From an optimization exercise on the open Yosys and OpenROAD flow, aimed at small area and a short achievable clock period; shortcuts taken in it are not production practice. Only simulation tests tie the RTL to the original design; equivalence was not proved.

==> flow/design.v (outline; a module is shown in full before it is edited, if it fits) <==
// module final_log: 1552 lines
module final_log(clk, reset, base, in_data, out_data);
  // ...
==> flow/flow/run.sh <==
#!/bin/bash
# The standard layout (the standard.sh: ORFS from synthesis to the final
# layout, unchanged), with ORFS's timing repair asked to leave 35 ns of setup
# slack instead of none, so that it sizes and buffers the critical paths.
# Ports get buf_1 buffers rather than the delay cells buffer_ports picks on
# its own; the timing repair resizes them where that matters.
# The ORFS logs keep each tool's output; run.log keeps make's.
set -euo pipefail
bash standard.sh SETUP_SLACK_MARGIN=35 "BUFFER_PORTS_ARGS=-buffer_cell sky130_fd_sc_hd__buf_1" finish > run.log 2>&1
==> flow/standard.sh <==
#!/bin/bash
# synth_recipe.tcl (not shown) runs the flow's synth.tcl, then flattens the netlist and writes it again
# the make line also repeats each setting of config.mk as NAME=value (left out here)
make -C /OpenROAD-flow-scripts/flow DESIGN_CONFIG=/design/flow/config.mk WORK_HOME=/design/flow/orfs CLKGATE_MAP_FILE= SYNTH_SCRIPT=/design/flow/synth_recipe.tcl "${@:-finish}"
==> flow/config.mk <==
export PLATFORM = sky130hd
export DESIGN_NAME = final_log
export DESIGN_NICKNAME = final_log
export VERILOG_FILES = /design/flow/design.v
export SDC_FILE = /design/flow/constraint.sdc
export NUM_CORES = 4
export LEC_CHECK = 0
export ABC_AREA = 1
export CAP_MARGIN = 20
export CORE_MARGIN = 2
export CORE_UTILIZATION = 40
export SLEW_MARGIN = 20
==> flow/constraint.sdc <==
create_clock -name core_clock -period 60.0 [get_ports {clk}]
set_input_delay 12.0000 -clock core_clock [delete_from_list [all_inputs] [get_ports {clk}]]
set_output_delay 12.0000 -clock core_clock [all_outputs]
set_load 0.01 [all_outputs]
==> metrics.csv, run 1 <==
metric,value,unit
status,no timing/DRC/antenna violations,
nFillCells,3347,
setup_viol,0,
layout_common_cells,"nand2_1, inv_1, ha_1",
hold_buffers,0,
synth_top_cell_by_area,ha_1,
regMostFlops,wq,
signal_buffers,91,
multi_input_comb_cells,1454,
via_per_inst,5.07,
multi_input_area,10700,um2
synth_ff_type,dfrtp_1,
placed_area,13400,um2
slew_violations,0,
dieArea,33800,um2
setup.worst_path.end_class,output port,
antenna_left,0,
grt_antenna_before_repair,0,
dp_hpwl,27.1,mm
fin_area,14100,um2
met2_length,15.2,mm
finalHoldWorstSlack,11750,ps
area_growth_syn_to_layout,8.80,%
dieWidth,184,um
use_met3,1.31,%
final_hold_viol_count,0,
tapCellCount,402,
fin_nets,2281,
worstMarginPinSlew,897,ps
largest_reg_flops,19,
clkCellAreaFrac,1.08,%
grt_overflow,0,
drcViolationCount,0,
drtIter0Drc,625,
cts_made_buffers,5,
synthesis.nets,2237,
==> run 2, diff against run 1 <==
--- a/flow/config.mk
+++ b/flow/config.mk
@@ -11,2 +11,5 @@
 export CORE_UTILIZATION = 40
+export CTS_BUF_LIST = sky130_fd_sc_hd__clkbuf_8
+export CTS_CLUSTER_DIAMETER = 200
+export CTS_CLUSTER_SIZE = 30
 export SLEW_MARGIN = 20
==> run 2 against run 1 <==
Compared with the run above:
- cell area down 0.40%
- fmax is essentially flat
- utilization decreased by 0.18 points
- worst hold slack got worse by 28 ps
- critical path type unchanged
- non-clock buffer count stayed put
- die area unchanged
- still clean on timing, DRC and antenna
- sequential share of layout area is essentially flat
- first-iteration DRC count is 1.9% higher
- via count is 0.23% higher
- flip-flop and latch count is the same
==> metrics.csv, run 2 <==
metric,value,unit,change
synth_top_area_share,17.5,%,
grt_pass1_vias,11600,,
antenna_cells,0,,
area_growth_syn_to_layout,8.37,%,
dp_slack,33630,ps,
synth_top_cell_by_area,ha_1,,
via_per_inst,5.08,,+0.23%
wl_per_cell,13.7,um,
syn_area,12900,um2,
drcViolationCount,0,,unchanged
cpPeakStageDelay,550,ps,
setup.worst_path.end_class,output port,,
layout_common_cells,"nand2_1, inv_1, ha_1",,
hp-class,in -> async,,
cap_viol_max_count,0,,
syn_inst,1911,,
min_period,24140,ps,
slew_headroom,39.6,%,
dieWidth,184,um,unchanged
cp-start-kind,flip-flop,,
grt_usage,19.6,%,
synthTopCellsByArea,"ha_1, fa_1, nand2_1, inv_1, o21ai_0",,
grt_max_degree,42,,
ys_types,64,,
largest_reg_flops,19,,unchanged
ys_warn_count,1,,
start_util,40.8,%,
grt_antenna_before_repair,0,,unchanged
fin_crit_sh,40.2,%,
top_regs,"wq: 19 flops, dq: 4 flops, eq: 4 flops",,
final_hold_viol_count,0,,unchanged
status,no timing/DRC/antenna violations,,
dieArea,33800,um2,unchanged
fin_nets,2281,,unchanged
placed_area,13400,um2,unchanged
drtIter0Drc,637,,+1.9%
dp_hpwl,27.1,mm,unchanged
synth_common_cells,"nand2_1, inv_1, ha_1",,
grt_overflow,0,,unchanged
synthesis.nets,2237,,unchanged
final_common_cell,nand2_1,,
cts_made_buffers,5,,unchanged
worstMarginPinSlew,896,ps,-1.30 ps
grt_first_pass_wirelength,55.1,mm,
criticalPathCategory,reg -> out,,
synth-edff-count,0,,
cts.sinks,30,,
drt_wl_total,32.4,mm,
cts_max_path_buffers,2,,
seqCellArea,753,um2,
fin_area,14000,um2,-0.40%
avgSynthCellArea,6.77,um2,
fmax,41.4,MHz,
antenna_left,0,,unchanged
synth.most_common_cell,nand2_1,,
drive_gt1_share,8.79,%,
cp.required,48000,ps,
multi_input_area,10700,um2,unchanged
regMostFlops,wq,,
ys_seq_elements,30,,
clk_pin_slew,80,ps,
ys_seq_area_share,5.82,%,
synthArstFlopShare,100,%,
core-area,31700,um2,
synth_ff_type,dfrtp_1,,
gp_congestion,0.922,,
path_common_cell,nand2_1,,
cts_tree,done,,
std_cell_rows,65,,
vias,12000,,
num_io_pins,68,,
cp.arrival,12140,ps,
slew_violations,0,,unchanged
firstDrtPassIters,7,,
die_height,184,um,
ctsHtreeMaxLevel,2,,
clock_tree.root_cell,clkbuf_8,,
grt_setup_unrepaired,yes,,
fin_tns_setup,0,ps,
layout_setup_ws,35860,ps,
setup_viol,0,,unchanged
fin_util,44.2,%,
crit_path_max_fanout,11,,
numPortBuffers,66,,
crit_slowest_cell,fa_1,,
crit_path_start,wq[0],,
nFillCells,3349,,+0.060%
-- run 2: cell counts after synthesis --
Identical to the previous run, type by type.
-- run 2: metrics by stage --
step                      cells  hold WS, ps
after floorplan            1911        12000
after global placement     2327        12070
after detailed placement   2327        12070
after CTS                  2345        11740
after global routing       2358        11790
final                      2358        11730
-- run 2: repair_timing --
action	4_1_cts	5_1_grt
hold buffers	0	0
gates resized for setup	29	59
gates cloned	4	3
buffers inserted	6	10
pin swaps	5	9
setup endpoints to repair	28	47
-- run 2: path summary, 6_finish.rpt --
check                                to  slack [ps]  depth (start not counted)
worst min-delay path              wq[0]       11730                          3
worst max-delay path       out_data[22]       35860                         82
min in group core_clock           eq[3]       11810                          1
max in group asynchronous         eq[0]       47940                          3
-- run 2: cells by family (layout without fill, tap and decap cells) --
group / Yosys count / count (layout) / synth area share, %
simple gates: 720 / 722 / 24.3
buf+inv: 429 / 472 / 13.2
compound gates: 366 / 366 / 16.7
fa+ha+maj: 290 / 290 / 34.4
xor+xnor: 69 / 69 / 4.99
flops: 30 / 30 / 5.82
mux: 7 / 7 / 0.561
-- run 2: worst max-delay path, delay by kind of cell (launching register included) --
kind | cells | cell delay [ps]
AOI/OAI and AO/OA | 15 | 2050
DFF | 1 | 350
adders and majority gates | 12 | 3870
xor gates and xnor gates | 2 | 230
buffers and inverters | 15 | 1370
muxes | 1 | 110
and+or+nand+nor | 37 | 3830
-- run 2: layout make-up --
cell class                      instances  area share, %
Inverter                              371           10.0
Timing Repair inverter                  2          0.107
Clock inverter                          2         0.0893
Tap cell                              402           3.59
Sequential cell                        30           5.37
Multi-Input combinational cell       1454           76.6
Timing Repair Buffer                   91           3.62
Clock buffer                            6          0.589
-- run 2: layer usage --
layer  part of all wire, %  GRT usage [%]  vias to the layer above
met2                    47           34.0                      246
met5                     0              0                        -
met1                    48           26.8                     5513
met3                   4.0           1.23                       23
met4                   1.3           4.03                        0
li1                      -              -                     6202

-- port drivers added, routing unchanged --
The flow's constraints put no driver on any port. The routed layouts listed below were extracted and timed again, unchanged, in two steps. Step 1 assumes that a clkbuf_16 drives the clock port and a buf_2 every other input. Step 2 times the ports against the registers' clock, not the clock port: input delays grow and output delays shrink by t, the midpoint of the rising clock arrivals with the driver on. Three values: ideal, step 1, step 2; two values: the first two.
run | t, ns | setup WS [ns] | worst setup path at the end
run 1 | 0.327 | 35.880 / 35.838 / 36.165 | register to output
run 2 | 0.339 | 35.865 / 35.830 / 36.168 | register to output
After both steps every run listed still meets setup and hold.
